From an optimization exercise on the open Yosys and OpenROAD flow, aimed at small area, a short achievable clock period and few clock cycles per item; shortcuts taken in it are not production practice.
Where RTL was checked, it was by simulation tests only, not by an equivalence proof against the original.

==> flow/design.v <==
module absdiff (
	input  wire [30:0] x,
	input  wire [30:0] y,
	output wire [30:0] d,
	output wire        xgty,
	output wire        xeqy
);
localparam N = 31;
localparam L = 5;
wire [N-1:0] p0 = ~(x ^ y);
wire [N-1:0] g0 = x & ~y;
reg [N-1:0] G;
reg [N-1:0] P;
reg [N-1:0] c;
integer l, i;
always @* begin
	G = g0;
	P = p0;
	for (l = 0; l < L; l = l + 1)
		for (i = 0; i < N; i = i + 1)
			if ((i >> l) & 1) begin
				G[i] = G[i] | (P[i] & G[((i >> l) << l) - 1]);
				P[i] = P[i] & P[((i >> l) << l) - 1];
			end
	c[0] = G[N-1];
	for (i = 1; i < N; i = i + 1)
		c[i] = G[i-1] | (P[i-1] & G[N-1]);
end
wire gall = G[N-1];
assign d    = p0 ^ c ^ {N{~gall}};
assign xgty = gall;
assign xeqy = P[N-1];
endmodule
module top(
		input wire [31:0] opa,
		input wire [31:0] opb,
		input wire start,
		input wire rst,
		input wire clk,
		output reg done,
		output reg [31:0] result
);
reg        busy;
reg        gy;      
reg  [4:0] k;
reg [31:0] a;
reg [31:0] b;
wire        xgty;
wire        xeqy;
wire [30:0] dh;
wire [30:0] xh = a[31:1] & {31{b[0]}};
wire [30:0] yh = b[31:1] & {31{gy}};
absdiff u_absdiff(.x(xh), .y(yh), .d(dh), .xgty(xgty), .xeqy(xeqy));
wire za  = (a == 32'd0);
wire eqt = xeqy & a[0] & b[0];
wire fin = za | eqt;
wire kz  = (k == 5'd0);
always @* begin
	done   = busy & fin & kz;
	result = b;
end
wire accept = start & (~busy | done);
wire [2:0] tz = xh[2:0] ^ yh[2:0];
reg  [30:0] ds;
always @* begin
	if (tz[0])      ds = dh;
	else if (tz[1]) ds = {1'b0, dh[30:1]};
	else if (tz[2]) ds = {2'b0, dh[30:2]};
	else            ds = {3'b0, dh[30:3]};
end
reg  [4:0] kin;
wire [31:0] oab = opa | opb;
integer i;
always @* begin
	kin = 5'd0;
	for (i = 31; i >= 0; i = i - 1)
		if (oab[i]) kin = i[4:0];
	if (opa == 32'd0 || opb == 32'd0) kin = 5'd0;
end
always @(posedge clk or negedge rst) begin
	if (~rst) begin
		busy <= 1'b0;
	end else begin
		busy <= start | (busy & ~done);
	end
end
wire        bkeep = ~accept & ~fin & xgty;
wire        bcopy = ~accept & ~fin & ~xgty;
wire [31:0] bn = ({32{accept}} & opb) | ({32{~accept & fin}} & {b[30:0], 1'b0})
               | ({32{bkeep}} & b) | ({32{bcopy}} & a);
wire an0 = accept ? opa[0] : ((|tz) | dh[3]);
wire bn0 = accept ? opb[0] : (~fin & (xgty ? b[0] : a[0]));
always @(posedge clk) begin
	gy <= (an0 | ~bn0) & (accept | ~fin);
	a <= accept ? opa : {1'b0, ds};
	b <= bn;
	if (accept)
		k <= kin;
	else if (fin)
		k <= k - 5'd1;
end
endmodule
clock: 7.0 ns
lec_check: 0
cap_margin: 20
core_margin: 2
core_utilization: 40
place_density: 0.8
setup_slack_margin: 2.5
slew_margin: 20
standard.sh (not shown) runs the stock make flow with config.mk's settings and CLKGATE_MAP_FILE= SYNTH_SCRIPT=/design/flow/synth_recipe.tcl, a recipe that flattens the netlist after the stock synthesis.
==> flow/flow/run.sh <==
#!/bin/bash
# Standard layout, with plain buf_1 cells as the port buffers.
set -euo pipefail
export BUFFER_PORTS_ARGS="-buffer_cell sky130_fd_sc_hd__buf_1"
bash standard.sh > standard.log 2>&1
Edit:
--- a/flow/design.v
+++ b/flow/design.v
@@ -42,5 +42,5 @@
 );
 reg        busy;
-reg        gy;      
+reg        sb;      
 reg  [4:0] k;
 reg [31:0] a;
@@ -50,5 +50,5 @@
 wire [30:0] dh;
 wire [30:0] xh = a[31:1] & {31{b[0]}};
-wire [30:0] yh = b[31:1] & {31{gy}};
+wire [30:0] yh = b[31:1] & {31{(a[0] | ~b[0]) & ~sb}};
 absdiff u_absdiff(.x(xh), .y(yh), .d(dh), .xgty(xgty), .xeqy(xeqy));
 wire za  = (a == 32'd0);
@@ -85,18 +85,18 @@
 	end
 end
-wire        bkeep = ~accept & ~fin & xgty;
-wire        bcopy = ~accept & ~fin & ~xgty;
-wire [31:0] bn = ({32{accept}} & opb) | ({32{~accept & fin}} & {b[30:0], 1'b0})
-               | ({32{bkeep}} & b) | ({32{bcopy}} & a);
-wire an0 = accept ? opa[0] : ((|tz) | dh[3]);
-wire bn0 = accept ? opb[0] : (~fin & (xgty ? b[0] : a[0]));
 always @(posedge clk) begin
-	gy <= (an0 | ~bn0) & (accept | ~fin);
-	a <= accept ? opa : {1'b0, ds};
-	b <= bn;
-	if (accept)
+	sb <= fin & ~accept;
+	if (accept) begin
+		a <= opa;
+		b <= opb;
 		k <= kin;
-	else if (fin)
-		k <= k - 5'd1;
+	end else begin
+		a <= {1'b0, ds};
+		if (fin) begin
+			b <= {b[30:0], 1'b0};
+			k <= k - 5'd1;
+		end else if (~xgty)
+			b <= a;
+	end
 end
 endmodule
Outcome: The new run went through all stages and came out clean. Area after synthesis drops by 3.8%. Worst setup slack gets worse by 0.018 ns. Maximum frequency drops by 0.42%. Routed wire length drops by 11%. Cell count drops by 10%. Synthesized cell count drops by 16%. Worst hold slack gets better by 0.032 ns. Count of clock-buffer cells in the layout drops by 2. Design area climbs by 0.53%. Die area drops by 3.7%. Non-clock buffer count climbs by 10.
Testbench counts after the change, summed over its fixed seeds: cycles 52,913, items 2,400.
Function not checked in the first run of this note: the RTL went through the layout flow alone.

-- what the ideal ports hide --
The results above use ideal ports. As a check the final layouts listed here were re-extracted and re-timed, cells and wires unchanged. Step 1: set_driving_cell puts a clkbuf_16 on clk and a buf_2 on each other input, an assumption about the parent block. Step 2 also shifts input and output timing later by t, the mid clock arrival at the registers, as if the neighbouring blocks saw the same clock. a / b / c = ideal ports / drivers / drivers and shift; a / b = the first two.
run	shift t [ns]	slack for setup (ns)	hold WS [ns]	cell pins on the clock port's net
the first run	0.375	2.618 / 2.579 / 2.831	0.568 / 0.568 / 0.568	1
the second run	0.369	2.599 / 2.565 / 2.641	0.600 / 0.600 / 0.600	1
After both steps every run listed still meets setup and hold.
